Context: an optimization exercise on an open-source flow, tuned for small area. The choices shown serve that exercise and are no tape-out recipe.
The RTL was checked by simulation tests, not by an equivalence proof against the original design.
Power and IR drop assume default switching activity.

<file path="design/flow/design.v">
`default_nettype none
module pwmdecoder (
    input  wire        clk,
    input  wire        rstn,
    input  wire        pwm,
    output wire [11:0] code
);
reg        sig;        
reg        on;         
reg [18:0] ctr;        
reg [11:0] val;
wire [14:0] cnt  = ctr[18:4];
wire        tick = &ctr[3:0];
wire        fin  = cnt[14] & cnt[13];
wire        at_on_max  = cnt[11] & cnt[9] & cnt[5] & cnt[3];              
wire        at_off_max = cnt[14] & cnt[11] & cnt[10] & cnt[9] & cnt[5];   
wire        stop = ~fin & (on ? (~sig | (tick & at_on_max)) : (~sig & tick & at_off_max));
reg [18:0] ctr_inc;
reg        c;
integer    i;
always @* begin
    c = 1'b1;
    for (i = 0; i < 19; i = i + 1) begin
        ctr_inc[i] = ctr[i] ^ c;
        c = c & ctr[i];
    end
end
assign code = val;
always @(posedge clk)
    if (~rstn | stop)
        val <= {cnt[11] | ~rstn, cnt[10] | (on & sig) | ~rstn, cnt[9:0]};
always @(posedge clk)
    on <= ~fin & ~stop & (on | sig);
always @(posedge clk) begin
    if (!rstn) begin
        sig <= 1'b0;
        ctr <= 19'd0;
    end else begin
        sig <= pwm;
        if (fin | (~on & sig))
            ctr <= 19'd0;
        else if (stop)
            ctr <= {2'b11, ctr_inc[16:0]};
        else
            ctr <= ctr_inc;
    end
end
endmodule
`default_nettype wire
`default_nettype none
module copter_soc (
    input  wire       clk,
    input  wire       rstn,          
    input  wire       spi_sck,
    input  wire       spi_mosi,
    input  wire       spi_cs,        
    output wire       spi_miso,
    input  wire [5:0] pwm_in,
    output wire [6:0] led,
    output wire       busy
);
function [15:0] inc16(input [15:0] x);
    integer i;
    reg c;
    begin
        c = 1'b1;
        for (i = 0; i < 16; i = i + 1) begin
            inc16[i] = x[i] ^ c;
            c = c & x[i];
        end
    end
endfunction
function [15:0] dec16(input [15:0] x);
    integer i;
    reg b;
    begin
        b = 1'b1;
        for (i = 0; i < 16; i = i + 1) begin
            dec16[i] = x[i] ^ b;
            b = b & ~x[i];
        end
    end
endfunction
reg        sck_q, sck_old_q, mosi_q, ss_q;
reg  [7:0] sh;           
reg        rx_valid;     
reg  [2:0] bit_ct;
reg  [7:0] rx_byte;
reg        miso_q;
wire [7:0] fifo_q;
wire sck_rise = ~ss_q & ~sck_old_q & sck_q;
wire sck_fall = ~ss_q & sck_old_q & ~sck_q;
wire rx_done  = sck_rise & (&bit_ct);
always @(posedge clk) begin
    sck_q     <= spi_sck;
    sck_old_q <= sck_q;
    mosi_q    <= spi_mosi;
    ss_q      <= spi_cs;
    if (ss_q | rx_done)
        sh <= fifo_q;
    else if (sck_rise)
        sh <= {sh[6:0], mosi_q};
    if (rx_done)
        rx_byte <= {sh[6:0], mosi_q};
    rx_valid <= rx_done;
    if (ss_q)
        bit_ct <= 3'd0;
    else if (sck_rise)
        bit_ct <= inc16({13'd0, bit_ct});
    if (!rstn) begin
        miso_q   <= 1'b1;
    end else begin
        if (ss_q | sck_fall)
            miso_q <= sh[7];
    end
end
assign spi_miso = miso_q;
reg rd_fifo, rd_pend;
reg fifo_empty;
always @(posedge clk) begin
    if (!rstn) begin
        rd_fifo <= 1'b0;
        rd_pend <= 1'b0;
    end else begin
        if (~rd_pend & rx_valid)
            rd_pend <= 1'b1;
        if (~fifo_empty & ~rd_fifo & rd_pend) begin
            rd_fifo <= 1'b1;
            rd_pend <= 1'b0;
        end else begin
            rd_fifo <= 1'b0;
        end
    end
end
reg  [7:0] mem [0:15];
reg  [3:0] rp, wp;
reg        fifo_full;
reg  [7:0] fifo_dout;
reg        ov;           
reg  [7:0] od;
wire       fifo_wr = ov & ~fifo_full;
wire [15:0] wp_inc16 = inc16({12'd0, wp});
wire [15:0] rp_inc16 = inc16({12'd0, rp});
wire [3:0] wp_inc = wp_inc16[3:0];
wire [3:0] rp_inc = rp_inc16[3:0];
assign fifo_q = fifo_dout;
always @(posedge clk) begin
    if (fifo_wr)
        mem[wp] <= od;
    if (!rstn) begin
        rp         <= 4'd0;
        wp         <= 4'd0;
        fifo_full  <= 1'b0;
        fifo_empty <= 1'b1;
        fifo_dout  <= 8'd0;
    end else begin
        if (fifo_wr)
            wp <= wp_inc;
        if (rd_fifo) begin
            rp        <= rp_inc;
            fifo_dout <= mem[rp];
        end
        if (rd_fifo)
            fifo_full <= 1'b0;
        else if (fifo_wr)
            fifo_full <= wp_inc == rp;
        if (rd_fifo & ~ov)
            fifo_empty <= rp_inc == wp;
        else if (fifo_wr)
            fifo_empty <= 1'b0;
    end
end
localparam [2:0] S_IDLE = 3'd0,
                 S_HR   = 3'd1,    
                 S_HW   = 3'd2,    
                 S_R1   = 3'd3,    
                 S_R2   = 3'd4,    
                 S_W1   = 3'd5,    
                 S_W2   = 3'd6;    
reg  [2:0]  st;
reg  [15:0] ptr;         
reg  [2:0]  cnt;         
reg         hz, ho;      
reg  [5:0]  u6;          
reg  [7:0]  alo;         
reg  [11:0] sd;
reg         ack;         
reg         oready;         
reg         tv;          
reg  [7:0]  td;
reg  [31:0] led_r;
reg  [2:0]  os_r;        
wire [11:0] pv0, pv1, pv2, pv3, pv4, pv5;
wire       in_v    = rx_valid & (oready | (st == S_W1));
wire [7:0] in_d    = rx_byte;
wire       out_rdy = ~fifo_full;
wire       is_hdr = (st == S_HR) | (st == S_HW);
wire       stb    = (st == S_R1) | (st == S_W2);
wire       we     = (st == S_W2);
wire       hi_zero = hz & (u6 == 6'd0);
wire       sel_led = hi_zero & (alo[7:6] == 2'b00);
wire       sel_pwm = hi_zero & (alo[7:6] == 2'b01);
wire       sel_os  = hi_zero & alo[7];
wire       bus_err  = stb & ~hi_zero;
wire       bus_done = ack | bus_err;
wire       first    = stb & ~ack;
reg  [2:0] os_new;
always @* begin
    case (alo[5:0])
        6'd0: os_new = 3'd0;
        6'd1: os_new = 3'd1;
        6'd2: os_new = 3'd2;
        6'd3: os_new = 3'd3;
        6'd4: os_new = 3'd5;
        6'd5: os_new = 3'd6;
        default: os_new = os_r;
    endcase
end
reg [11:0] pwm_sel;
always @* begin
    case (alo[2:0])
        3'd0:    pwm_sel = pv0;
        3'd1:    pwm_sel = pv1;
        3'd2:    pwm_sel = pv2;
        3'd3:    pwm_sel = pv3;
        3'd4:    pwm_sel = pv4;
        default: pwm_sel = pv5;
    endcase
end
wire pwm_none = (alo[5:0] > 6'd5);    
wire        sp     = sd[11] & sd[10];
wire [15:0] pwm_val = ~sp    ? {4'h0, sd} :
                      ~sd[9] ? 16'hC000 :
                      sd[3]  ? 16'h8A28 : 16'hCE20;
wire [1:0] lane = cnt[1:0];
reg  [7:0] rd_byte;
always @* begin
    rd_byte = 8'h00;
    if (sel_led)
        rd_byte = led_r[8*lane +: 8];
    else if (sel_pwm) begin
        if (pwm_none)
            rd_byte = 8'hFF;
        else if (lane == 2'd0)
            rd_byte = pwm_val[7:0];
        else if (lane == 2'd1)
            rd_byte = pwm_val[15:8];
    end else if (sel_os) begin
        if (lane == 2'd0)
            rd_byte = {3'd0, os_r == 3'd3, 1'b0, os_r};
    end
end
reg        tv_int;
reg  [7:0] td_int;
always @* begin
    tv_int = 1'b0;
    td_int = 8'h00;
    case (st)
        S_IDLE: if (in_v & (in_d == 8'hA1)) begin
                    tv_int = 1'b1;
                    td_int = 8'hA3;
                end else if (in_v & (in_d == 8'hA2)) begin
                    tv_int = 1'b1;
                    td_int = 8'hA4;
                end
        S_HR, S_HW: if (in_v) begin
                    tv_int = 1'b1;
                    td_int = in_d;
                end
        S_R2: if (oready) begin
                    tv_int = 1'b1;
                    td_int = rd_byte;
                end
        default: ;
    endcase
end
wire [15:0] cnt_inc16 = inc16({13'd0, cnt});
wire [15:0] cnt_dec16 = dec16({13'd0, cnt});
wire [2:0] cnt_inc = cnt_inc16[2:0];
wire [2:0] cnt_dec = cnt_dec16[2:0];
wire early = out_rdy | (~tv & (~ov | ~tv_int));
wire [15:0] a_inc16 = inc16({2'd0, u6, alo});
wire [13:0] a_inc = a_inc16[13:0];
wire        a_cy  = &{u6, alo};
always @(posedge clk) begin
    if (!rstn) begin
        st     <= S_IDLE;
        ack    <= 1'b0;
    end else begin
        ack    <= first & hi_zero & ~(sel_os & we);
        case (st)
            S_IDLE: begin
                if (in_v & (in_d == 8'hA1))
                    st <= S_HR;
                else if (in_v & (in_d == 8'hA2))
                    st <= S_HW;
            end
            S_HR, S_HW: begin
                if (in_v & (cnt == 3'd0))
                    st <= (st == S_HW) ? S_W1 : S_R1;
            end
            S_R1: if (bus_done) st <= S_R2;
            S_R2: if (oready) begin
                if (ptr == 16'd1)
                    st <= S_IDLE;
                else if (cnt[1:0] == 2'd3) begin
                    st <= S_R1;
                end
            end
            S_W1: begin
                if (in_v & ((cnt[1:0] == 2'd3) | (ptr == 16'd1)))
                    st <= S_W2;
            end
            S_W2: if (bus_done) begin
                if (ptr == 16'd0)
                    st <= S_IDLE;
                else
                    st <= S_W1;
            end
            default: st <= S_IDLE;
        endcase
    end
end
always @(posedge clk) begin
    case (st)
        S_IDLE: if (in_v & ((in_d == 8'hA1) | (in_d == 8'hA2)))
            cnt <= 3'd5;
        S_HR, S_HW: if (in_v) begin
            cnt <= cnt_dec;
            case (cnt)
                3'd5, 3'd4: begin
                    hz <= (in_d == 8'h00) & (cnt[0] | hz);
                    ho <= (in_d == 8'hFF) & (cnt[0] | ho);
                end
                3'd3: {u6, alo[7:6]} <= in_d;
                3'd2: {alo[5:0], ptr[1:0]} <= in_d;
                3'd1: ptr[15:8] <= in_d;
                default: begin
                    ptr[7:0] <= in_d;
                    cnt <= {1'b0, ptr[1:0]};
                    sd  <= 12'd0;
                end
            endcase
        end
        S_R1: if (~ack)
            sd <= pwm_sel;
        S_R2: if (oready) begin
            cnt <= cnt_inc;
            ptr <= dec16(ptr);
            if (cnt[1:0] == 2'd3) begin
                cnt <= 3'd0;
                {u6, alo} <= a_inc;
                if (a_cy) begin
                    hz <= ho;
                    ho <= 1'b0;
                end
            end
        end
        S_W1: if (in_v) begin
            if (lane == 2'd0)
                sd[7:0] <= in_d;
            cnt <= cnt_inc;
            ptr <= dec16(ptr);
            if ((cnt[1:0] == 2'd3) | (ptr == 16'd1))
                cnt <= 3'd0;
        end
        S_W2: if (bus_done) begin
            sd <= 12'd0;
            {u6, alo} <= a_inc;
            if (a_cy) begin
                hz <= ho;
                ho <= 1'b0;
            end
        end
        default: ;
    endcase
end
always @(posedge clk) begin
    if (!rstn) begin
        ov  <= 1'b0;
        oready <= 1'b0;
        tv  <= 1'b0;
    end else begin
        oready <= early;
        if (oready) begin
            if (out_rdy | ~ov)
                ov <= tv_int;
            else
                tv <= tv_int;
        end else if (out_rdy) begin
            ov <= tv;
            tv <= 1'b0;
        end
    end
    if (oready) begin
        if (out_rdy | ~ov)
            od <= td_int;
        else
            td <= td_int;
    end else if (out_rdy) begin
        od <= td;
    end
end
wire led_set  = (alo[1] == alo[0]);
wire led_tog  = ~alo[1] & alo[0];
wire led_clrm = alo[1] & ~alo[0];
wire led_w0   = first & sel_led & we;
wire led_w1   = (st == S_W1) & in_v & sel_led;
wire led_zero = ~rstn |
                (st == S_HW) & in_v & (cnt == 3'd0) & sel_led & led_set |
                (st == S_W2) & bus_done & (ptr != 16'd0) &
                ((sel_led & ~(&alo[5:0]) & alo[1]) | (ho & (&u6) & (&alo)));
genvar gk, gj;
generate
    for (gj = 0; gj < 8; gj = gj + 1) begin : g_lane0
        wire q  = led_r[gj];
        wire en = ~rstn | (led_w0 & (led_set | sd[gj]));
        wire dv = rstn & (led_set ? sd[gj] : (led_tog & ~q));
        always @(posedge clk)
            if (en)
                led_r[gj] <= dv;
    end
    for (gk = 1; gk < 4; gk = gk + 1) begin : g_lane
        wire put = led_w1 & (lane == gk);
        for (gj = 0; gj < 8; gj = gj + 1) begin : g_bit
            wire q  = led_r[8*gk + gj];
            wire en = led_zero | (put & in_d[gj]);
            wire dv = ~led_zero & ~led_clrm & ~q;
            always @(posedge clk)
                if (en)
                    led_r[8*gk + gj] <= dv;
        end
    end
endgenerate
always @(posedge clk) begin
    if (!rstn) begin
        os_r <= 3'd0;
    end else begin
        if (first & sel_os & ~we)
            os_r <= os_new;
    end
end
assign led  = led_r[6:0];
assign busy = (st != S_IDLE);
pwmdecoder ch0 (.clk(clk), .rstn(rstn), .pwm(pwm_in[0]), .code(pv0));
pwmdecoder ch1 (.clk(clk), .rstn(rstn), .pwm(pwm_in[1]), .code(pv1));
pwmdecoder ch2 (.clk(clk), .rstn(rstn), .pwm(pwm_in[2]), .code(pv2));
pwmdecoder ch3 (.clk(clk), .rstn(rstn), .pwm(pwm_in[3]), .code(pv3));
pwmdecoder ch4 (.clk(clk), .rstn(rstn), .pwm(pwm_in[4]), .code(pv4));
pwmdecoder ch5 (.clk(clk), .rstn(rstn), .pwm(pwm_in[5]), .code(pv5));
endmodule
`default_nettype wire
</file>
<file path="design/flow/flow/run.sh">
#!/bin/bash
# Layout flow: the standard ORFS flow (standard.sh) with two changes:
#  - clock tree synthesis without dummy loads, clustered onto clkbuf_8 leaves;
#  - input and output ports buffered with the smallest buffer.
# Each tool's output goes to a log of its own in this folder.
set -euo pipefail
export CTS_ARGS="-sink_clustering_enable -repair_clock_nets -sink_clustering_size 18 -sink_clustering_max_diameter 50 -buf_list sky130_fd_sc_hd__clkbuf_8 -dont_use_dummy_load"
export BUFFER_PORTS_ARGS="-buffer_cell sky130_fd_sc_hd__buf_1"
bash standard.sh > orfs_make.log 2>&1
</file>
<file path="design/flow/standard.sh">
#!/bin/bash
# synth_recipe.tcl (not shown) runs the flow's synth.tcl, then flattens the netlist and writes it again
# the make line also repeats each setting of config.mk as NAME=value (left out here)
make -C /OpenROAD-flow-scripts/flow DESIGN_CONFIG=/design/flow/config.mk WORK_HOME=/design/flow/orfs CLKGATE_MAP_FILE= SYNTH_SCRIPT=/design/flow/synth_recipe.tcl "${@:-finish}"
</file>
<file path="design/flow/config.mk">
export PLATFORM = sky130hd
export DESIGN_NAME = copter_soc
export DESIGN_NICKNAME = copter_soc
export VERILOG_FILES = /design/flow/design.v
export SDC_FILE = /design/flow/constraint.sdc
export NUM_CORES = 4
export LEC_CHECK = 0
export CAP_MARGIN = 5
export CORE_MARGIN = 2
export CORE_UTILIZATION = 75
export GPL_TIMING_DRIVEN = 0
export SLEW_MARGIN = 5
</file>
<file path="design/flow/constraint.sdc">
create_clock -name core_clock -period 8.0 [get_ports {clk}]
set_input_delay 1.6000 -clock core_clock [delete_from_list [all_inputs] [get_ports {clk}]]
set_output_delay 1.6000 -clock core_clock [all_outputs]
set_load 0.01 [all_outputs]
</file>
==> results of run 1 <==
==> where the power goes <==
group	leakage [nW]	total (mW)	internal [mW]	switching [mW]
clock network	0.288	1.17	0.448	0.718
registers	4.36	3.06	2.88	0.184
logic	3.95	1.00	0.363	0.642
total	8.60	5.23	3.69	1.54
==> sequential cells by signal (all words and copies together) (netlist names), 12 cells and up <==
name / flops
ch5.val: 12
ch3.val: 12
sd: 12
mem: 128
ch1.val: 12
ch1.ctr: 19
ch3.ctr: 19
ch2.ctr: 19
ch5.ctr: 19
led_r: 32
ch2.val: 12
ptr: 16
ch4.ctr: 19
ch4.val: 12
ch0.ctr: 19
ch0.val: 12
==> Yosys cell counts, types with 20 or more instances <==
library cell / number / area (um^2)
edfxtp_1: 311 / 9340
dfxtp_1: 165 / 3300
ha_1: 151 / 1890
and2_1: 111 / 694
nand2_1: 105 / 394
nor2_1: 88 / 330
clkbuf_1: 66 / 248
a21oi_1: 63 / 315
o21ai_0: 60 / 300
mux4_2: 48 / 1080
inv_1: 46 / 173
nand2b_1: 25 / 156
a21o_1: 24 / 180
nor2b_1: 20 / 125
==> layout by cell type (no fill, tap or decap), types with 9 or more instances in the layout <==
cell / count
a21o_1: 24
a21oi_1: 63
a222oi_1: 12
a22oi_1: 16
a31oi_1: 18
and2_1: 111
buf_1: 25
buf_4: 10
clkbuf_1: 66
clkbuf_8: 40
dfxtp_1: 165
edfxtp_1: 311
ha_1: 151
inv_1: 46
mux2_2: 12
mux2i_1: 18
mux4_2: 48
nand2_1: 105
nand2b_1: 25
nand3_1: 11
nand3b_1: 9
nand4_1: 10
nor2_1: 88
nor2_2: 19
nor2b_1: 20
nor3_1: 17
o21ai_0: 58
xnor2_1: 14
==> cell type report <==
| class | instances | area share (%) |
|---|---|---|
| repair buffers | 22 | 0.440 |
| inverters | 48 | 0.813 |
| clock buffers | 40 | 2.48 |
| well taps | 378 | 2.13 |
| plain buffers | 89 | 1.79 |
| flip-flops and latches | 476 | 57.0 |
| multi-input cells | 986 | 35.3 |
==> critical path, delay by kind of cell (launching register included) <==
kind	cells	cell delay, ns
compound gates	2	0.30
fa+ha+maj	17	3.54
flops	1	0.33
==> worst paths after layout <==
path,slack (ns),end,cells past startpoint,start
max,3.74,ch2.ctr[18],19,ch2.ctr[0]
min,0.36,sck_old_q,0,sck_q
max reg2reg,3.74,ch2.ctr[18],19,ch2.ctr[0]
min reg2reg,0.36,sck_old_q,0,sck_q
==> per-layer routing <==
| layer | vias up | wire, um | global-route usage (%) | share of wire, % |
|---|---|---|---|---|
| li1 | 6029 | - | - | - |
| met5 | - | 0 | 0 | 0 |
| met4 | 0 | 1980 | 12.5 | 4.2 |
| met1 | 6492 | 18700 | 45.5 | 40 |
| met3 | 145 | 4090 | 4.74 | 8.7 |
| met2 | 675 | 22100 | 52.5 | 47 |
==> cell families (layout without fill, tap and decap cells) <==
family          count (synthesis)  in the layout
compound gates                276            276
fa+ha+maj                     151            151
flops                         476            476
buf+inv                       137            199
simple gates                  459            459
xor+xnor                       22             22
mux                            78             78
==> metrics by stage <==
| stage | worst slack, ns | instances | hold WS [ns] | power (mW) | utilization [%] |
|---|---|---|---|---|---|
| 2_1_floorplan | 4.09 | 1599 | 0.331 | 3.75 | - |
| 3_3_place_gp | 3.74 | 1995 | 0.344 | 4.04 | 77.8 |
| 3_5_place_dp | 3.74 | 1998 | 0.346 | 4.08 | 78.0 |
| 4_1_cts | 3.71 | 2038 | 0.360 | 5.22 | 79.9 |
| 5_1_grt | 3.51 | 2039 | 0.367 | 5.44 | 80.0 |
| 6_report | 3.74 | 2039 | 0.361 | 5.23 | 80.0 |
==> impl_metrics.ini, run 1 <==
[drt]
firstDrtPassIters = 8
ant_nets = 0
wirelength_um = 46800
via_count = 13300
drt-initial-drc-count = 1599
drt-vias-per-instance = 6.54
wl_per_cell_um = 23.0
drt_drc_violations_left = 0

[yosys]
syn_inst = 1599
yosys.cell_types.count = 76
syn_area_um2 = 21000
ys_seq_area_share_pct = 60.1
synth_edf_count = 311
synth_seq_cells = 476
synth-adder-area-share_pct = 8.98
syn_avg_cell_area_um2 = 13.2
synth.net_count = 1761
synth_top_family_by_area = simple AND/OR/NAND/NOR gates
synth_compound_area_share_pct = 8.98
synth_ff_type = edfxtp_1
ys.warnings.count = 2
synthSimpleGateAreaFrac_pct = 11.6
synth_xor_area_share_pct = 0.916
synth.area.mux_share_pct = 6.64
async_flop_share_pct = 0

[power]
ir_worst_vdd_v = 0.000217
power_leakage_nw = 8.60
powerDensity_nw_per_um2 = 236

[timing]
setup_violations = 0
fin_skew_ns = 0.0885
rsz0062_at_grt = no
max_freq_mhz = 235
relSlewSlack_pct = 16.0
post-route-min-period_ns = 4.26
hold_viol = 0
tns_ns = 0
worst_pin_slew_ns = 1.25
drv_slew = 0
fin_crit_sh_pct = 53.2

[clock_tree]
postCtsResizedCells = 0
clk_pin_slew_worst_paths_ns = 0.10
cts_buffer_depth = 3
cts_hold_buf = 0
clk_latency_ns = 0.58
post-cts-setup-buffers = 0
numCtsBuffers = 40
clock_sinks = 476
htreeDepth = 2
cts_root_buf = clkbuf_8
cts_tree = yes

[final_layout]
fin_nets = 1825
num_antenna_cells = 0
layout-drive-gt1-share_pct = 9.57
final_cell_area_um2 = 22200
area_growth_pct = 5.38
nFillCells = 1625
multiInputGateArea_um2 = 7820
regArea_um2 = 12600

[placed_design]
placed_cell_area_um2 = 21600
gp_congestion = 0.987
io_buffers = 18
post-dp-hpwl_um = 33400

[floorplanning]
initial_core_util_pct = 75.9
num_io_pins = 20
die_h_um = 171
fp.dieArea_um2 = 29400
core_um2 = 27700
num_rows = 61
fp.dieW_um = 171

[setup_path]
critPathMostFrequentCell = ha_1
crit_slowest_cell = dfxtp_1
cp-end-kind = register
cp.required_ns = 8.48
arrival_ns = 4.73
cp_cell_sequence = ha_1 -> ha_1 -> ha_1 -> ha_1 -> ha_1 -> ha_1 -> ha_1 -> ha_1 -> ha_1 -> ha_1 -> ha_1 -> ha_1 -> ha_1 -> ha_1 -> ha_1 -> ha_1 -> ha_1 -> o31ai_1 -> a31oi_1
worstPathMaxFanout = 2
start_kind = register
max_stage_delay_ns = 0.33
critPathKind = register to register

[global_routing]
gr-usage-all-layers_pct = 32.6
grt_pass1_vias = 13100
grt_pass1_wl_um = 71800
grt_start_max_net_pins = 19
antenna_found_initial = 0
overflow = 0

[outcome]
status = timing/DRC/antenna clean

[flow_run]
maxCapViolCount = 0

[worst_hold_path]
hold_class = register to register
==> inputs of run 2 (changes only) <==
==> design/flow/config.mk (replaced) <==
export PLATFORM = sky130hd
export DESIGN_NAME = copter_soc
export DESIGN_NICKNAME = copter_soc
export VERILOG_FILES = /design/flow/design.v
export SDC_FILE = /design/flow/constraint.sdc
export NUM_CORES = 4
export LEC_CHECK = 0
export CAP_MARGIN = 20
export CORE_MARGIN = 2
export CORE_UTILIZATION = 75
export CTS_BUF_LIST = sky130_fd_sc_hd__clkbuf_8
export CTS_CLUSTER_DIAMETER = 50
export CTS_CLUSTER_SIZE = 18
export SLEW_MARGIN = 20
==> impl_metrics.ini, run 2 <==
[setup_path]
critPathTopFamily = adder cells
crit_slowest_cell = dfxtp_1
critPathMostFrequentCell = ha_1
critPathKind = register to register
cp-end-kind = register
cp.required_ns = 8.46
worstPathMaxFanout = 2
start_kind = register
max_stage_delay_ns = 0.33
arrival_ns = 4.65
cp_cell_sequence = ha_1 -> ha_1 -> ha_1 -> ha_1 -> ha_1 -> ha_1 -> ha_1 -> ha_1 -> ha_1 -> ha_1 -> ha_1 -> ha_1 -> ha_1 -> ha_1 -> ha_1 -> ha_1 -> ha_1 -> xnor2_1 -> a21oi_1
crit_buf_inv = 0

[yosys]
async_flop_share_pct = 0
synth.net_count = 1761
synth_edf_count = 311
yosysTopAreaCell = edfxtp_1
ys_seq_area_share_pct = 60.1
synth_common_cells = edfxtp_1 (311), dfxtp_1 (165), ha_1 (151)
ys.warnings.count = 2
synth.top_cell.area_share_pct = 44.4
synth_seq_cells = 476
syn_avg_cell_area_um2 = 13.2
syn_inst = 1599
post-synth-top-count-cell = edfxtp_1
ys_top_cells_by_area = edfxtp_1 (44%), dfxtp_1 (16%), ha_1 (9.0%)
syn_area_um2 = 21000
yosys.cell_types.count = 76
synth_ff_type = edfxtp_1

[final_layout]
fin_nets = 1747
final_cell_area_um2 = 21900
largest_reg_flops = 128
finish.utilization_pct = 78.9
area_growth_pct = 3.92
layout-drive-gt1-share_pct = 9.92
layout_common_cells = edfxtp_1 (311), dfxtp_1 (164), ha_1 (151)
num_antenna_cells = 0
reg_top3 = mem: 128 flops, led_r: 32 flops
final_common_cell = edfxtp_1
nFillCells = 1693
fin_cells = 1961
largest_register = mem

[timing]
rsz0062_at_grt = no
tns_ns = 0
fin_skew_ns = 0.0600
fin_ws_ns = 3.82
post-route-min-period_ns = 4.18
setup_violations = 0
hold_viol = 0
max_freq_mhz = 239
relSlewSlack_pct = 26.8
drv_slew = 0
fin_crit_sh_pct = 52.3
worst_pin_slew_ns = 1.09
hold_ws_ns = 0.373

[drt]
drt-initial-drc-count = 1445
wl_per_cell_um = 22.6
wirelength_um = 44300
drt_drc_violations_left = 0
via_count = 12800
firstDrtPassIters = 8
drt-vias-per-instance = 6.53
ant_nets = 0

[placed_design]
placed_cell_area_um2 = 21300
place_inst = 1923
post-dp-hpwl_um = 31100
gp_congestion = 0.955
io_buffers = 19
post-place-ws_ns = 3.85

[clock_tree]
cts_buffer_depth = 3
cts_root_buf = clkbuf_8
clock_sinks = 476
post-cts-setup-buffers = 0
clk_latency_ns = 0.59
clk_pin_slew_worst_paths_ns = 0.11
cts_tree = yes
cts_hold_buf = 0
postCtsResizedCells = 0
numCtsBuffers = 38
htreeDepth = 2

[power]
ir_worst_vdd_v = 0.000189
powerDensity_nw_per_um2 = 236
power_leakage_nw = 8.50
total_power_mw = 5.15

[global_routing]
grt_pass1_wl_um = 68200
overflow = 0
gr-usage-all-layers_pct = 30.8
grt_start_max_net_pins = 37
antenna_found_initial = 0
grt_pass1_vias = 12400

[floorplanning]
num_io_pins = 20
num_rows = 61
fp.dieArea_um2 = 29400
initial_core_util_pct = 75.9
die_h_um = 171
core_um2 = 27700
fp.dieW_um = 171

[flow_run]
maxCapViolCount = 0

[outcome]
status = timing/DRC/antenna clean

[worst_hold_path]
hold_class = register to register
[run 2: cell count changes in the layout (fill, tap and decap cells not counted), sizes merged]
| cell | change |
|---|---|
| clkbuf | -68 |
| buf | -10 |
[run 2: area by class of cell]
cell class	instances	area [um^2]	area share [%]
sequential	476	12600	57.9
tap	378	473	2.16
multi-input combinational	986	7840	35.9
timing repair buffer	35	193	0.882
clock buffer	38	523	2.39
inverter	48	180	0.825
[run 2: worst reg2reg max path: stages, from the launching register on]
cell and delay (ns):
dfxtp_1 0.33, ha_1 0.22, ha_1 0.21, ha_1 0.20, ha_1 0.20, ha_1 0.20, ha_1 0.20, ha_1 0.20
ha_1 0.21, ha_1 0.21, ha_1 0.20, ha_1 0.20, ha_1 0.20, ha_1 0.20, ha_1 0.20, ha_1 0.20
ha_1 0.21, ha_1 0.22, xnor2_1 0.19, a21oi_1 0.09
[run 2: worst paths after layout]
kind | cells past startpoint | startpoint | endpoint | slack [ns]
worst max register to register | 19 | ch4.ctr[0] | ch4.ctr[18] | 3.82
worst max-delay path | 19 | ch4.ctr[0] | ch4.ctr[18] | 3.82
worst min-delay path | 0 | sck_q | sck_old_q | 0.37
worst min register to register | 0 | sck_q | sck_old_q | 0.37
[run 2: logic make-up (layout without fill, tap and decap cells)]
logic type      after synthesis  in the layout  synth area share, %
compound gates              276            276                 8.98
xor+xnor                     22             22                0.916
fa+ha+maj                   151            151                 8.98
buf+inv                     137            121                 2.74
flops                       476            476                 60.1
mux                          78             78                 6.64
simple gates                459            459                 11.6
[run 2: layer usage]
metal / part of all wire, % / vias up / wire length [um] / GRT usage [%]
li1: - / 5867 / - / -
met1: 40 / 6244 / 17700 / 41.7
met2: 48 / 576 / 21300 / 50.9
met3: 8.4 / 128 / 3730 / 5.22
met4: 3.5 / 0 / 1540 / 11.3
met5: 0 / - / 0 / 0
[run 2: power by group]
group	total, mW	internal [mW]	switching, mW
Clock	1.14	0.427	0.713
Combinational	0.890	0.340	0.550
Sequential	3.12	2.88	0.240
==> inputs of run 3 (changes only) <==
--- a/design/flow/design.v
+++ b/design/flow/design.v
@@ -144,6 +144,13 @@
 wire [3:0] wp_inc = wp_inc16[3:0];
 wire [3:0] rp_inc = rp_inc16[3:0];
 assign fifo_q = fifo_dout;
+reg [7:0] rd_word;
+integer ri;
+always @* begin
+    rd_word = 8'd0;
+    for (ri = 0; ri < 16; ri = ri + 1)
+        rd_word = rd_word | ({8{rp == ri[3:0]}} & mem[ri]);
+end
 always @(posedge clk) begin
     if (fifo_wr)
         mem[wp] <= od;
@@ -158,7 +165,7 @@
             wp <= wp_inc;
         if (rd_fifo) begin
             rp        <= rp_inc;
-            fifo_dout <= mem[rp];
+            fifo_dout <= rd_word;
         end
         if (rd_fifo)
             fifo_full <= 1'b0;
==> impl_metrics.ini, run 3 <==
[drt]
firstDrtPassIters = 8
drt-vias-per-instance = 6.60
via_count = 13600
drt_drc_violations_left = 0
drt-initial-drc-count = 1881
wirelength_um = 45200
ant_nets = 0
wl_per_cell_um = 22.0

[clock_tree]
cts_hold_buf = 0
numCtsBuffers = 39
cts_root_buf = clkbuf_8
cts_buffer_depth = 3
htreeDepth = 2
clk_latency_ns = 0.57
cts_tree = yes
clock_sinks = 476
post-cts-setup-buffers = 0
postCtsResizedCells = 0
clk_pin_slew_worst_paths_ns = 0.09

[yosys]
async_flop_share_pct = 0
ys.warnings.count = 2
ys_top_cells_by_area = edfxtp_1 (44%), dfxtp_1 (16%), ha_1 (9.2%)
synth_edf_count = 311
synth_common_cells = edfxtp_1 (311), dfxtp_1 (165), ha_1 (154)
syn_area_um2 = 21000
ys_seq_area_share_pct = 60.1
post-synth-top-count-cell = edfxtp_1
syn_inst = 1691
yosys.cell_types.count = 79
synth_seq_cells = 476
synth_ff_type = edfxtp_1
yosysTopAreaCell = edfxtp_1
synth.net_count = 1856
syn_avg_cell_area_um2 = 12.4
synth.top_cell.area_share_pct = 44.4

[final_layout]
nFillCells = 1730
area_growth_pct = 3.85
largest_register = mem
regArea_um2 = 12600
num_antenna_cells = 0
largest_reg_flops = 128
reg_top3 = mem: 128 flops, led_r: 32 flops
fin_nets = 1842
layout_common_cells = edfxtp_1 (311), dfxtp_1 (165), ha_1 (154)
final_common_cell = edfxtp_1
layout-drive-gt1-share_pct = 7.28
multiInputGateArea_um2 = 7790
fin_cells = 2053

[power]
combinationalPowerShare_pct = 5.7
powerDensity_nw_per_um2 = 194
ir_worst_vdd_v = 0.000196
clock_power_share_pct = 27.0
p_int_mw = 3.30
pwr-share-seq_pct = 67.3
total_power_mw = 4.23
power_leakage_nw = 8.59
p_switching_mw = 0.939
switching_share_pct = 22.2

[setup_path]
arrival_ns = 4.70
cp.required_ns = 8.44
r2r_setup_slack_ns = 3.75
start_kind = register
worstPathMaxFanout = 2
critPathKind = register to register
cp-end-kind = register

[global_routing]
gr-usage-all-layers_pct = 31.5
grt_pass1_vias = 13200
grt_start_max_net_pins = 51
grt_pass1_wl_um = 70700
antenna_found_initial = 1
overflow = 0

[flow_run]
maxCapViolCount = 0

[placed_design]
gp_congestion = 0.955
place_inst = 2014
io_buffers = 19
post-dp-hpwl_um = 31200

[timing]
setup_violations = 0
tns_ns = 0
worst_pin_slew_ns = 0.993
fin_skew_ns = 0.0482
relSlewSlack_pct = 33.7
fin_crit_sh_pct = 53.2
max_freq_mhz = 235
post-route-min-period_ns = 4.25
hold_ws_ns = 0.354
rsz0062_at_grt = no
drv_slew = 0
hold_viol = 0

[outcome]
status = timing/DRC/antenna clean

[floorplanning]
num_rows = 61
initial_core_util_pct = 75.9
num_io_pins = 20
core_um2 = 27700
fp.dieW_um = 171
die_h_um = 171
fp.dieArea_um2 = 29400

[worst_hold_path]
hold_class = register to register
## run 3: changes by cell type after synthesis, moves of 6 or more
cell,change
nor3_1,-9
mux4_2,-38
a21oi_1,+23
nand3_1,+24
o21ai_1,+6
nand2_1,+11
a22o_1,+8
mux2i_1,-8
a222oi_1,+14
clkbuf_1,+6
nor2_1,-13
a22oi_1,+20
and2_1,+13
## run 3: path summary, 6_finish.rpt
check / to / from / cells past startpoint
worst max register to register: ch1.ctr[18] / ch1.ctr[0] / 19
worst min-delay path: sck_old_q / sck_q / 0
worst max-delay path: ch1.ctr[18] / ch1.ctr[0] / 19
worst min register to register: sck_old_q / sck_q / 0
## run 3: logic make-up (layout without fill, tap and decap cells)
kind of cell	after synthesis	in the layout	synth area share, %
xor gates and xnor gates	22	22	0.916
and+or+nand+nor	502	502	12.8
buffers and inverters	144	128	2.91
AOI/OAI and AO/OA	357	357	11.8
muxes	36	36	2.40
DFF	476	476	60.1
adders and majority gates	154	154	9.16
## run 3: through the flow
| step | cell area [um^2] | utilization, % | setup WS, ns |
|---|---|---|---|
| final | 21900 | 78.9 | 3.75 |
| after global routing | 21900 | 78.9 | 3.57 |
| after CTS | 21900 | 78.9 | 3.72 |
| after detailed placement | 21300 | 76.9 | 3.74 |
| after global placement | 21300 | 76.9 | 4.01 |
| after floorplan | 21000 | - | 4.09 |
## run 3: area by class of cell
type	instances	share of cell area [%]
flip-flops and latches	476	57.9
clock buffers	39	2.46
multi-input cells	1071	35.7
well taps	378	2.16
repair buffers	38	0.985
inverters	51	0.876
## run 3: layer usage
metal	track usage, %	vias up	part of all wire [%]
met5	0	-	0.027
met4	11.8	2	3.4
met3	5.15	116	8.9
met1	43.7	6555	40
met2	50.8	652	47
li1	-	6226	-
## run 3: worst max-delay path, stage by stage (launching register included)
cell	delay, ns
dfxtp_1	0.33
ha_1	0.22
ha_1	0.21
ha_1	0.20
ha_1	0.19
ha_1	0.19
ha_1	0.21
ha_1	0.20
ha_1	0.21
ha_1	0.20
ha_1	0.20
ha_1	0.21
ha_1	0.20
ha_1	0.20
ha_1	0.20
ha_1	0.20
ha_1	0.20
ha_1	0.21
o31ai_1	0.27
a31oi_1	0.07
## run 3: power by group through the flow
stage | sequential [mW] | clock (mW) | combinational (mW)
final | 2.85 | 1.14 | 0.239
after global routing | 2.86 | 1.24 | 0.269
after CTS | 2.85 | 1.16 | 0.241
after detailed placement | 2.91 | 0 | 0.240
after global placement | 2.90 | 0 | 0.228
after floorplan | 2.87 | 0 | 0.178
==> inputs of run 4 (changes only) <==
==> design/flow/flow/run.sh (replaced) <==
#!/bin/bash
# Layout flow: the standard ORFS flow (standard.sh) with two changes:
#  - clock tree synthesis without dummy loads, clustered onto clkbuf_8 leaves;
#  - input and output ports buffered with the smallest buffer.
# Each tool's output goes to a log of its own in this folder.
set -euo pipefail
export CTS_ARGS="-sink_clustering_enable -repair_clock_nets -sink_clustering_size 22 -sink_clustering_max_diameter 40 -buf_list sky130_fd_sc_hd__clkbuf_8 -dont_use_dummy_load"
export BUFFER_PORTS_ARGS="-buffer_cell sky130_fd_sc_hd__buf_1"
bash standard.sh > orfs_make.log 2>&1
==> impl_metrics.ini, run 4 <==
[outcome]
status = timing/DRC/antenna clean

[power]
ir_worst_vdd_v = 0.000185
combinationalPowerShare_pct = 5.5
switching_share_pct = 22.2
total_power_mw = 4.35
pwr-share-seq_pct = 65.7
powerDensity_nw_per_um2 = 198
p_switching_mw = 0.964
power_leakage_nw = 8.65
clock_power_share_pct = 28.8
p_int_mw = 3.38

[yosys]
post-synth-top-count-cell = edfxtp_1
syn_inst = 1691
async_flop_share_pct = 0
yosys.cell_types.count = 79
ys.warnings.count = 2
synth_edf_count = 311
synth_ff_type = edfxtp_1
synth_common_cells = edfxtp_1 (311), dfxtp_1 (165), ha_1 (154)
syn_avg_cell_area_um2 = 12.4
synth.net_count = 1856
ys_seq_area_share_pct = 60.1
yosysTopAreaCell = edfxtp_1
synth_seq_cells = 476
ys_top_cells_by_area = edfxtp_1 (44%), dfxtp_1 (16%), ha_1 (9.2%)
synth.top_cell.area_share_pct = 44.4
syn_area_um2 = 21000

[placed_design]
gp_congestion = 0.955
post-dp-hpwl_um = 31200
placed_cell_area_um2 = 21300
post-place-ws_ns = 3.74
io_buffers = 19
place_inst = 2014

[floorplanning]
core_um2 = 27700
initial_core_util_pct = 75.9
num_io_pins = 20
num_rows = 61
die_h_um = 171
fp.dieW_um = 171
fp.dieArea_um2 = 29400

[global_routing]
grt_pass1_vias = 13300
gr-usage-all-layers_pct = 31.7
grt_start_max_net_pins = 51
antenna_found_initial = 1
grt_pass1_wl_um = 71200
overflow = 0

[final_layout]
final_common_cell = edfxtp_1
final_cell_area_um2 = 22000
area_growth_pct = 4.37
multiInputGateArea_um2 = 7790
fin_cells = 2061
fin_nets = 1850
largest_register = mem
num_antenna_cells = 0
regArea_um2 = 12600
largest_reg_flops = 128
finish.utilization_pct = 79.3
reg_top3 = mem: 128 flops, led_r: 32 flops
layout-drive-gt1-share_pct = 7.72
layout_common_cells = edfxtp_1 (311), dfxtp_1 (165), ha_1 (154)
nFillCells = 1703

[drt]
drt-vias-per-instance = 6.59
ant_nets = 0
via_count = 13600
firstDrtPassIters = 10
wirelength_um = 45600
drt_drc_violations_left = 0
wl_per_cell_um = 22.1
drt-initial-drc-count = 1922

[setup_path]
start_kind = register
max_stage_delay_ns = 0.33
worstPathMaxFanout = 2
r2r.worst_path.cells = 19
arrival_ns = 4.73
reg2reg_to = ch1.ctr[18]
cp_cell_sequence = ha_1 -> ha_1 -> ha_1 -> ha_1 -> ha_1 -> ha_1 -> ha_1 -> ha_1 -> ha_1 -> ha_1 -> ha_1 -> ha_1 -> ha_1 -> ha_1 -> ha_1 -> ha_1 -> ha_1 -> o31ai_1 -> a31oi_1
crit_slowest_cell = dfxtp_1
critPathMostFrequentCell = ha_1
critPathKind = register to register
cp.required_ns = 8.45
r2r_setup_slack_ns = 3.72
cp-end-kind = register
r2r-start = ch1.ctr[0]

[timing]
relSlewSlack_pct = 32.2
hold_ws_ns = 0.324
fin_ws_ns = 3.72
fin_skew_ns = 0.0824
fin_crit_sh_pct = 53.5
post-route-min-period_ns = 4.28
setup_violations = 0
worst_pin_slew_ns = 1.02
max_freq_mhz = 234
rsz0062_at_grt = no
drv_slew = 0
hold_viol = 0
tns_ns = 0

[flow_run]
maxCapViolCount = 0

[clock_tree]
cts_hold_buf = 0
cts_tree = yes
cts_root_buf = clkbuf_8
clock_sinks = 476
clk_pin_slew_worst_paths_ns = 0.11
postCtsResizedCells = 0
clk_latency_ns = 0.61
post-cts-setup-buffers = 0
cts_buffer_depth = 3
htreeDepth = 2
numCtsBuffers = 47

[worst_hold_path]
hold_class = register to register
hold_depth = 0
hp-start = sck_q
min_to = sck_old_q
-- run 4: cell types whose count changed in the layout (fill, tap and decap cells not counted), sizes merged --
cell / previous run / this run
clkbuf: 40 / 48
-- run 4: worst max-delay path by stage --
stage	startpoint	end	slack [ns]	cells after the start
3_3_place_gp	ch1.ctr[0]	ch1.ctr[18]	4.01	19
4_1_cts	ch1.ctr[0]	ch1.ctr[18]	3.70	19
2_1_floorplan	ch1.ctr[0]	ch1.ctr[18]	4.09	19
5_1_grt	ch1.ctr[0]	ch1.ctr[18]	3.55	19
3_5_place_dp	ch1.ctr[0]	ch1.ctr[18]	3.74	19
6_report	ch1.ctr[0]	ch1.ctr[18]	3.72	19
-- run 4: cell type report --
cell class                 instances  area share, %
clock buffer                      47           2.95
multi-input combinational       1071           35.5
tap                              378           2.15
inverter                          51          0.872
sequential                       476           57.6
timing repair buffer              38          0.980
-- run 4: worst max-delay path: cells and delay by family, from the launching register on --
kind                     cells  cell delay (ns)
adder cells (fa/ha/maj)     17             3.45
flip-flops                   1             0.33
AO/OA/AOI/OAI                2             0.33
-- run 4: logic make-up after synthesis --
group	share of synthesized area, %
buffers and inverters	2.91
muxes	2.40
and+or+nand+nor	12.8
AOI/OAI and AO/OA	11.8
DFF	60.1
xor gates and xnor gates	0.916
adders and majority gates	9.16
-- run 4: metal layers --
layer  vias up  GRT usage [%]  wire length (um)
met5         -              0                13
met4         2           10.7              1370
met3       112           5.22              4080
met2       674           52.1             21700
met1      6543           43.5             18400
li1       6244              -                 -
-- run 4: power by group through the flow --
stage	clock, mW	combinational, mW	sequential (mW)
after floorplan	0	0.178	2.87
after global placement	0	0.228	2.90
after detailed placement	0	0.240	2.91
after CTS	1.27	0.242	2.85
after global routing	1.35	0.269	2.87
final	1.25	0.240	2.85
==> inputs of run 5 (changes only) <==
--- a/design/flow/design.v
+++ b/design/flow/design.v
@@ -29,13 +29,13 @@
 always @(posedge clk)
     if (~rstn | stop)
         val <= {cnt[11] | ~rstn, cnt[10] | (on & sig) | ~rstn, cnt[9:0]};
-always @(posedge clk)
-    on <= ~fin & ~stop & (on | sig);
 always @(posedge clk) begin
     if (!rstn) begin
         sig <= 1'b0;
+        on  <= 1'b0;
         ctr <= 19'd0;
     end else begin
+        on  <= ~fin & ~stop & (on | sig);
         sig <= pwm;
         if (fin | (~on & sig))
             ctr <= 19'd0;
@@ -102,14 +102,16 @@
         sh <= {sh[6:0], mosi_q};
     if (rx_done)
         rx_byte <= {sh[6:0], mosi_q};
-    rx_valid <= rx_done;
-    if (ss_q)
-        bit_ct <= 3'd0;
-    else if (sck_rise)
-        bit_ct <= inc16({13'd0, bit_ct});
     if (!rstn) begin
+        rx_valid <= 1'b0;
+        bit_ct   <= 3'd0;
         miso_q   <= 1'b1;
     end else begin
+        rx_valid <= rx_done;
+        if (ss_q)
+            bit_ct <= 3'd0;
+        else if (sck_rise)
+            bit_ct <= inc16({13'd0, bit_ct});
         if (ss_q | sck_fall)
             miso_q <= sh[7];
     end
==> design/flow/flow/run.sh (replaced) <==
#!/bin/bash
# Layout flow: the standard ORFS flow (standard.sh) with two changes:
#  - clock tree synthesis without dummy loads, clustered onto clkbuf_8 leaves;
#  - input and output ports buffered with the smallest buffer.
# Each tool's output goes to a log of its own in this folder.
set -euo pipefail
export CTS_ARGS="-sink_clustering_enable -repair_clock_nets -sink_clustering_size 18 -sink_clustering_max_diameter 50 -buf_list sky130_fd_sc_hd__clkbuf_8 -dont_use_dummy_load"
export BUFFER_PORTS_ARGS="-buffer_cell sky130_fd_sc_hd__buf_1"
bash standard.sh > orfs_make.log 2>&1
==> impl_metrics.ini, run 5 <==
[setup_path]
critPathKind = register to register
start_kind = register
crit_path_end = ch5.ctr[18]
cp.required_ns = 8.45
arrival_ns = 4.61
reg2reg_to = ch5.ctr[18]
r2r-start = ch5.ctr[0]
r2r.worst_path.cells = 19
startpoint = ch5.ctr[0]
r2r_setup_slack_ns = 3.83
worstPathMaxFanout = 2
cp-end-kind = register

[final_layout]
layout-drive-gt1-share_pct = 7.17
fin_nets = 1826
num_antenna_cells = 0
layout_common_cells = edfxtp_1 (311), dfxtp_1 (165), ha_1 (153)
multiInputGateArea_um2 = 7780
nFillCells = 1707
finish.utilization_pct = 78.7
final_common_cell = edfxtp_1
fin_cells = 2037
regArea_um2 = 12600
area_growth_pct = 3.41
largest_reg_flops = 128
reg_top3 = mem: 128 flops, led_r: 32 flops
largest_register = mem

[floorplanning]
fp.dieArea_um2 = 29500
die_h_um = 172
fp.dieW_um = 172
core_um2 = 27700
num_io_pins = 20
num_rows = 61
initial_core_util_pct = 76.1

[global_routing]
overflow = 0
grt_pass1_wl_um = 68500
gr-usage-all-layers_pct = 30.4
antenna_found_initial = 0
grt_start_max_net_pins = 53
grt_pass1_vias = 12700

[yosys]
ys_top_cells_by_area = edfxtp_1 (44%), dfxtp_1 (16%), ha_1 (9.1%)
synth.net_count = 1852
syn_avg_cell_area_um2 = 12.5
ys_seq_area_share_pct = 60.0
yosys.cell_types.count = 85
ys.warnings.count = 2
synth_edf_count = 311
synth_common_cells = edfxtp_1 (311), dfxtp_1 (165), ha_1 (154)
synth_ff_type = edfxtp_1
async_flop_share_pct = 0
syn_inst = 1687
synth.top_cell.area_share_pct = 44.3
syn_area_um2 = 21100
synth_seq_cells = 476
post-synth-top-count-cell = edfxtp_1
yosysTopAreaCell = edfxtp_1

[clock_tree]
cts_root_buf = clkbuf_8
cts_buffer_depth = 3
cts_hold_buf = 0
numCtsBuffers = 39
clk_latency_ns = 0.58
htreeDepth = 2
clock_sinks = 476
cts_tree = yes
post-cts-setup-buffers = 0
clk_pin_slew_worst_paths_ns = 0.10
postCtsResizedCells = 0

[worst_hold_path]
hold_class = register to register

[drt]
drt-vias-per-instance = 6.52
firstDrtPassIters = 13
ant_nets = 0
drt-initial-drc-count = 1659
drt_drc_violations_left = 0
wirelength_um = 43700
wl_per_cell_um = 21.5
via_count = 13300

[timing]
worst_pin_slew_ns = 1.11
max_freq_mhz = 240
fin_skew_ns = 0.0587
drv_slew = 0
post-route-min-period_ns = 4.17
tns_ns = 0
rsz0062_at_grt = no
relSlewSlack_pct = 25.5
fin_ws_ns = 3.83
hold_viol = 0
setup_violations = 0
fin_crit_sh_pct = 52.1

[power]
total_power_mw = 3.92
power_leakage_nw = 8.44
powerDensity_nw_per_um2 = 180
ir_worst_vdd_v = 0.000159

[flow_run]
maxCapViolCount = 0

[placed_design]
post-place-ws_ns = 3.84
gp_congestion = 0.919
io_buffers = 19
post-dp-hpwl_um = 29500
place_inst = 1997

[outcome]
status = timing/DRC/antenna clean
==> run 5: changes by cell type after synthesis, sizes merged, moves of 7 or more <==
cell    change
nor2b       +8
a21boi     +11
and2       -13
a22oi      -15
nand3      -14
buf         +8
nor2       -18
and3        -8
nor3       +37
or3         +8
nor4        -7
nor3b       +7
==> run 5: layout make-up <==
class                   instances  share of cell area, %
repair buffers                 32                  0.781
inverters                      52                  0.895
flip-flops and latches        476                   58.0
multi-input cells            1060                   35.7
well taps                     378                   2.17
clock buffers                  39                   2.46
==> run 5: per-layer routing <==
| layer | vias to the layer above | global-route usage (%) | wire length, um |
|---|---|---|---|
| li1 | 6169 | - | - |
| met1 | 6412 | 42.2 | 17600 |
| met2 | 571 | 48.7 | 20900 |
| met3 | 122 | 4.79 | 3540 |
| met4 | 0 | 12.3 | 1750 |
| met5 | - | 0 | 0 |
==> run 5: critical path, stage by stage (launching register included) <==
cell and delay [ns]:
dfxtp_1 0.31, ha_1 0.22, ha_1 0.21, ha_1 0.20, ha_1 0.20, ha_1 0.20, ha_1 0.20, ha_1 0.19
ha_1 0.20, ha_1 0.21, ha_1 0.20, ha_1 0.20, ha_1 0.21, ha_1 0.20, ha_1 0.20, ha_1 0.21
ha_1 0.21, ha_1 0.21, xnor2_1 0.16, a21boi_0 0.11
==> run 5: metrics by stage <==
step	cell area [um^2]	hold slack (ns)
detailed placement	21200	0.346
CTS	21800	0.372
floorplan	21100	0.331
finish	21800	0.379
global placement	21200	0.342
global route	21800	0.395
==> run 5: worst min-delay path by stage <==
stage	slack [ns]	from	depth (start not counted)	end
after floorplan	0.33	sck_q	0	sck_old_q
after global placement	0.34	sck_q	0	sck_old_q
after detailed placement	0.35	sck_q	0	sck_old_q
after CTS	0.37	sck_q	0	sck_old_q
after global routing	0.40	sck_q	0	sck_old_q
final	0.38	sck_q	0	sck_old_q
==> run 5: cell families after synthesis <==
logic type | Yosys count | synth area share (%)
AND/OR/NAND/NOR | 505 | 12.9
flip-flops | 476 | 60.0
AO/OA/AOI/OAI | 340 | 11.0
adder cells (fa/ha/maj) | 154 | 9.14
buffers and inverters | 151 | 3.44
multiplexers | 38 | 2.61
XOR/XNOR | 23 | 0.956
==> run 5: power breakdown <==
part	switching [mW]	leakage, nW	total (mW)	internal [mW]
Clock	0.709	0.280	1.15	0.438
Combinational	0.0543	3.82	0.0866	0.0322
Sequential	0.0328	4.34	2.68	2.65
Total	0.796	8.44	3.92	3.12
==> inputs of run 6 (changes only) <==
==> design/flow/flow/run.sh (replaced) <==
#!/bin/bash
# Layout flow: the standard ORFS flow (standard.sh) with two changes:
#  - clock tree synthesis without dummy loads, clustered onto clkbuf_4 leaves;
#  - input and output ports buffered with the smallest buffer.
# Each tool's output goes to a log of its own in this folder.
set -euo pipefail
export CTS_ARGS="-sink_clustering_enable -repair_clock_nets -sink_clustering_size 10 -sink_clustering_max_diameter 30 -buf_list sky130_fd_sc_hd__clkbuf_4 -dont_use_dummy_load"
export BUFFER_PORTS_ARGS="-buffer_cell sky130_fd_sc_hd__buf_1"
bash standard.sh > orfs_make.log 2>&1
==> impl_metrics.ini, run 6 <==
[timing]
hold_viol = 0
drv_slew = 0
hold_ws_ns = 0.359
relSlewSlack_pct = 29.0
post-route-min-period_ns = 4.15
setup_violations = 0
fin_crit_sh_pct = 51.8
fin_skew_ns = 0.0909
tns_ns = 0
fin_ws_ns = 3.85
rsz0062_at_grt = no
worst_pin_slew_ns = 1.05
max_freq_mhz = 241

[yosys]
synth_xor_area_share_pct = 0.956
synth_ff_type = edfxtp_1
synth-adder-area-share_pct = 9.14
synth.area.mux_share_pct = 2.61
ys_seq_area_share_pct = 60.0
async_flop_share_pct = 0
synthSimpleGateAreaFrac_pct = 12.9
ys.warnings.count = 2
post-synth-top-count-cell = edfxtp_1
syn_area_um2 = 21100
synth_compound_area_share_pct = 11.0
synth_common_cells = edfxtp_1 (311), dfxtp_1 (165), ha_1 (154)
synth_top_family_by_area = simple AND/OR/NAND/NOR gates
syn_avg_cell_area_um2 = 12.5
yosysTopAreaCell = edfxtp_1
synth_edf_count = 311
yosys.cell_types.count = 85
synth_seq_cells = 476
syn_inst = 1687
ys_top_cells_by_area = edfxtp_1 (44%), dfxtp_1 (16%), ha_1 (9.1%)
synth.net_count = 1852
synth.top_cell.area_share_pct = 44.3

[final_layout]
largest_reg_flops = 128
reg_top3 = mem: 128 flops, led_r: 32 flops
layout-drive-gt1-share_pct = 9.74
fin_nets = 1872
largest_register = mem
finish.utilization_pct = 79.1
final_common_cell = edfxtp_1
area_growth_pct = 3.92
layout_common_cells = edfxtp_1 (311), dfxtp_1 (165), ha_1 (153)

[floorplanning]
num_io_pins = 20
core_um2 = 27700
fp.dieArea_um2 = 29500
die_h_um = 172
initial_core_util_pct = 76.1
fp.dieW_um = 172
num_rows = 61

[setup_path]
critPathKind = register to register
r2r.worst_path.cells = 19
worstPathMaxFanout = 2
cp_cell_sequence = ha_1 -> ha_1 -> ha_1 -> ha_1 -> ha_1 -> ha_1 -> ha_1 -> ha_1 -> ha_1 -> ha_1 -> ha_1 -> ha_1 -> ha_1 -> ha_1 -> ha_1 -> ha_1 -> ha_1 -> xnor2_1 -> a21boi_0
critPathMostFrequentCell = ha_1
cp.required_ns = 8.59
start_kind = register
reg2reg_to = ch5.ctr[18]
arrival_ns = 4.74
startpoint = ch5.ctr[0]
cp-end-kind = register
r2r_setup_slack_ns = 3.85
r2r-start = ch5.ctr[0]
crit_slowest_cell = dfxtp_1
crit_path_end = ch5.ctr[18]
max_stage_delay_ns = 0.31

[power]
ir_worst_vdd_v = 0.000133
power_leakage_nw = 8.55
switching_share_pct = 21.0
pwr-share-seq_pct = 66.8
combinationalPowerShare_pct = 2.1
p_int_mw = 3.17
clock_power_share_pct = 31.1
powerDensity_nw_per_um2 = 183
p_switching_mw = 0.846

[drt]
wirelength_um = 44100
firstDrtPassIters = 9
drt_drc_violations_left = 0
wl_per_cell_um = 21.2
drt-vias-per-instance = 6.52
ant_nets = 0
drt-initial-drc-count = 1720
via_count = 13600

[global_routing]
grt_pass1_wl_um = 69100
antenna_found_initial = 1
grt_pass1_vias = 13100
overflow = 0
gr-usage-all-layers_pct = 30.9
grt_start_max_net_pins = 53

[clock_tree]
postCtsResizedCells = 0
cts_tree = yes
post-cts-setup-buffers = 0
cts_root_buf = clkbuf_4
cts_buffer_depth = 3
numCtsBuffers = 86
htreeDepth = 3
clk_pin_slew_worst_paths_ns = 0.10
clock_sinks = 476
clk_latency_ns = 0.73
cts_hold_buf = 0

[placed_design]
io_buffers = 19
post-place-ws_ns = 3.84
post-dp-hpwl_um = 29500
gp_congestion = 0.919

[worst_hold_path]
hold_class = register to register

[outcome]
status = timing/DRC/antenna clean

[flow_run]
maxCapViolCount = 0
run 6: final cells by class:
cell class | count | area, um^2
Sequential cell | 476 | 12600
Multi-Input combinational cell | 1060 | 7780
Fill cell | 1720 | 5800
Clock buffer | 86 | 646
Tap cell | 378 | 473
Inverter | 52 | 195
Timing Repair Buffer | 31 | 163
Antenna cell | 1 | 2.50
run 6: metal layers:
| layer | vias up | track usage [%] | wire (um) |
|---|---|---|---|
| met1 | 6514 | 41.3 | 17300 |
| met2 | 624 | 48.9 | 21000 |
| li1 | 6300 | - | - |
| met3 | 141 | 6.17 | 3850 |
| met4 | 0 | 15.1 | 1960 |
| met5 | - | 0 | 0 |
run 6: worst max-delay path: cells and delay by family, from the launching register on:
kind                     cells  cell delay [ns]
XOR/XNOR                     1             0.16
flip-flops                   1             0.31
AO/OA/AOI/OAI                1             0.12
adder cells (fa/ha/maj)     17             3.43
run 6: logic make-up after synthesis:
kind of cell,Yosys count
AOI/OAI and AO/OA,340
xor gates and xnor gates,23
adders and majority gates,154
buffers and inverters,151
DFF,476
muxes,38
and+or+nand+nor,505
run 6: power groups by stage:
| stage | Sequential [mW] | Clock (mW) | Combinational [mW] |
|---|---|---|---|
| detailed placement | 2.74 | 0 | 0.0852 |
| global route | 2.69 | 1.38 | 0.0964 |
| global placement | 2.74 | 0 | 0.0818 |
| CTS | 2.68 | 1.28 | 0.0858 |
| finish | 2.68 | 1.25 | 0.0860 |
| floorplan | 2.72 | 0 | 0.0685 |
run 6: worst min-delay path by stage:
stage,start,depth (start not counted),slack [ns],endpoint
final,sck_q,0,0.36,sck_old_q
after global routing,sck_q,0,0.37,sck_old_q
after CTS,sck_q,0,0.36,sck_old_q
after detailed placement,sck_q,0,0.35,sck_old_q
after global placement,sck_q,0,0.34,sck_old_q
after floorplan,sck_q,0,0.33,sck_old_q
run 6: per-stage QoR:
stage               power (mW)  cell area (um^2)  std cells
finish                    4.02             21900       2084
global route              4.16             21900       2084
CTS                       4.04             21900       2083
floorplan                 2.79             21100       1687
global placement          2.82             21200       1997
detailed placement        2.82             21200       1997
==> inputs of run 7 (changes only) <==
==> design/flow/run.sh (new file) <==
#!/bin/bash
# synth_recipe.tcl (not shown) runs the flow's synth.tcl, then flattens the netlist and writes it again
# the make line also repeats each setting of config.mk as NAME=value (left out here)
make -C /OpenROAD-flow-scripts/flow DESIGN_CONFIG=/design/flow/config.mk WORK_HOME=/design/flow/orfs CLKGATE_MAP_FILE= SYNTH_SCRIPT=/design/flow/synth_recipe.tcl finish
--- a/design/flow/config.mk
+++ b/design/flow/config.mk
@@ -8,7 +8,4 @@
 export CAP_MARGIN = 20
 export CORE_MARGIN = 2
 export CORE_UTILIZATION = 75
-export CTS_BUF_LIST = sky130_fd_sc_hd__clkbuf_8
-export CTS_CLUSTER_DIAMETER = 50
-export CTS_CLUSTER_SIZE = 18
 export SLEW_MARGIN = 20
removed: design/flow/flow/run.sh
removed: design/flow/standard.sh
==> impl_metrics.ini, run 7 <==
[timing]
rsz0062_at_grt = no
fin_crit_sh_pct = 52.7
fin_skew_ns = 0.0161
tns_ns = 0
relSlewSlack_pct = 20.7
hold_viol = 0
drv_slew = 0
post-route-min-period_ns = 4.21
worst_pin_slew_ns = 1.18
max_freq_mhz = 237
setup_violations = 0

[floorplanning]
num_rows = 61
die_h_um = 172
num_io_pins = 20
core_um2 = 27700
initial_core_util_pct = 76.1
fp.dieArea_um2 = 29500
fp.dieW_um = 172

[final_layout]
final_common_cell = edfxtp_1
regArea_um2 = 12600
reg_top3 = mem: 128 flops, led_r: 32 flops
layout-drive-gt1-share_pct = 9.21
largest_reg_flops = 128
layout_common_cells = edfxtp_1 (311), dfxtp_1 (165), ha_1 (153)
multiInputGateArea_um2 = 7780
fin_nets = 1832
num_antenna_cells = 0
area_growth_pct = 9.35
largest_register = mem
nFillCells = 1501

[power]
switching_share_pct = 19.5
ir_worst_vdd_v = 0.000210
combinationalPowerShare_pct = 1.8
p_int_mw = 4.15
pwr-share-seq_pct = 52.1
p_switching_mw = 1.01
powerDensity_nw_per_um2 = 224
power_leakage_nw = 9.03
total_power_mw = 5.16
clock_power_share_pct = 46.1

[clock_tree]
postCtsResizedCells = 0
cts_buffer_depth = 3
cts_hold_buf = 0
clk_latency_ns = 0.56
clk_pin_slew_worst_paths_ns = 0.06
htreeDepth = 2
numCtsBuffers = 46
cts_root_buf = clkbuf_16
clock_sinks = 476
post-cts-setup-buffers = 0
cts_tree = yes

[yosys]
ys.warnings.count = 2
synth_xor_area_share_pct = 0.956
async_flop_share_pct = 0
synth_seq_cells = 476
yosysTopAreaCell = edfxtp_1
synth.area.mux_share_pct = 2.61
synth.top_cell.area_share_pct = 44.3
synth.net_count = 1852
synth_common_cells = edfxtp_1 (311), dfxtp_1 (165), ha_1 (154)
synthSimpleGateAreaFrac_pct = 12.9
syn_area_um2 = 21100
synth_ff_type = edfxtp_1
synth-adder-area-share_pct = 9.14
synth_top_family_by_area = simple AND/OR/NAND/NOR gates
syn_inst = 1687
synth_edf_count = 311
ys_seq_area_share_pct = 60.0
yosys.cell_types.count = 85
synth_compound_area_share_pct = 11.0
syn_avg_cell_area_um2 = 12.5
post-synth-top-count-cell = edfxtp_1
ys_top_cells_by_area = edfxtp_1 (44%), dfxtp_1 (16%), ha_1 (9.1%)

[global_routing]
antenna_found_initial = 0
gr-usage-all-layers_pct = 32.1
grt_pass1_vias = 13300
grt_start_max_net_pins = 53
grt_pass1_wl_um = 71700
overflow = 0

[setup_path]
arrival_ns = 4.69
critPathKind = register to register
start_kind = register
worstPathMaxFanout = 2
cp-end-kind = register
cp.required_ns = 8.48

[worst_hold_path]
hold_class = register to register

[placed_design]
io_buffers = 19
post-dp-hpwl_um = 29500
gp_congestion = 0.928

[drt]
ant_nets = 0
drt-initial-drc-count = 1686
firstDrtPassIters = 8
wl_per_cell_um = 22.2
wirelength_um = 46200
drt_drc_violations_left = 0
drt-vias-per-instance = 6.52
via_count = 13600

[flow_run]
maxCapViolCount = 0

[outcome]
status = timing/DRC/antenna clean
-- run 7: cell counts after synthesis --
No cell type changed its count.
-- run 7: layer usage --
metal	global-route usage, %	wire length (um)	vias to the layer above
li1	-	-	6210
met2	52.9	22400	721
met1	42.6	18000	6500
met4	12.7	1750	0
met5	0	0	-
met3	5.75	4050	143
-- run 7: through the flow --
step,hold slack [ns],setup slack (ns),utilization (%),instances,area [um^2]
floorplan,0.331,4.16,-,1687,21100
global placement,0.342,4.04,77.0,1997,21300
detailed placement,0.346,3.90,77.0,1997,21300
CTS,0.355,3.78,83.1,2083,23000
global route,0.367,3.58,83.2,2083,23100
finish,0.358,3.79,83.2,2083,23100
-- run 7: cell type report --
| type | count | share of cell area, % |
|---|---|---|
| well taps | 378 | 2.05 |
| repair buffers | 31 | 1.19 |
| clock inverters | 25 | 1.74 |
| multi-input cells | 1060 | 33.8 |
| flip-flops and latches | 476 | 54.8 |
| inverters | 52 | 0.847 |
| clock buffers | 61 | 5.55 |
-- run 7: worst paths after layout --
kind                                 start           to  slack, ns  depth (start not counted)
worst min register to register       sck_q    sck_old_q       0.36                          0
worst max register to register  ch5.ctr[0]  ch5.ctr[18]       3.79                         19
worst min-delay path                 sck_q    sck_old_q       0.36                          0
worst max-delay path            ch5.ctr[0]  ch5.ctr[18]       3.79                         19
-- run 7: kinds of logic (layout without fill, tap and decap cells) --
| group | after synthesis | in the layout |
|---|---|---|
| simple gates | 505 | 505 |
| flops | 476 | 476 |
| compound gates | 340 | 340 |
| fa+ha+maj | 154 | 154 |
| buf+inv | 151 | 169 |
| mux | 38 | 38 |
| xor+xnor | 23 | 23 |
-- run 7: critical path, cell delays in order (launching register included) --
cell and delay (ns):
dfxtp_1 0.33, ha_1 0.26, ha_1 0.22, ha_1 0.21, ha_1 0.21, ha_1 0.22, ha_1 0.20, ha_1 0.20
ha_1 0.19, ha_1 0.20, ha_1 0.20, ha_1 0.20, ha_1 0.19, ha_1 0.20, ha_1 0.20, ha_1 0.20
ha_1 0.19, ha_1 0.22, xnor2_1 0.12, a21boi_0 0.18
-- run 7: power groups by stage --
| stage | Sequential (mW) | Combinational, mW | Clock, mW |
|---|---|---|---|
| final | 2.68 | 0.0945 | 2.38 |
| after global routing | 2.69 | 0.105 | 2.47 |
| after CTS | 2.68 | 0.0944 | 2.38 |
| after detailed placement | 2.74 | 0.0929 | 0 |
| after global placement | 2.73 | 0.0885 | 0 |
| after floorplan | 2.72 | 0.0685 | 0 |

## re-timing with driven ports
The results above use ideal ports. As a check the final layouts listed here were re-extracted and re-timed, cells and wires unchanged. Step 1, drivers: a clkbuf_16 drives clk and a buf_2 each remaining input, both assumed. Step 2 adds t to the input delays and takes it off the output delays; t is the mean of the earliest and latest rising clock arrival at the registers after step 1. Input paths then give back, and output paths get back, about the clock's delay inside the block. a / b / c = ideal ports / drivers / drivers and shift; a / b = the first two.
| run | shift t [ns] | setup WS [ns] | worst register clock-pin slew, ns | cell pins on the clock port's net |
|---|---|---|---|---|
| run 1 | 0.587 | 3.742 / 3.742 / 3.742 | 0.11 / 0.11 | 1 |
| run 2 | 0.606 | 3.817 / 3.817 / 3.817 | 0.11 / 0.11 | 1 |
| run 3 | 0.593 | 3.746 / 3.746 / 3.746 | 0.11 / 0.11 | 1 |
| run 4 | 0.621 | 3.721 / 3.721 / 3.721 | 0.11 / 0.11 | 1 |
| run 5 | 0.599 | 3.834 / 3.834 / 3.834 | 0.11 / 0.11 | 1 |
| run 6 | 0.736 | 3.854 / 3.854 / 3.854 | 0.10 / 0.10 | 1 |
| run 7 | 0.607 | 3.787 / 3.787 / 3.787 | 0.07 / 0.07 | 1 |
After both steps setup and hold are still met in every run listed.
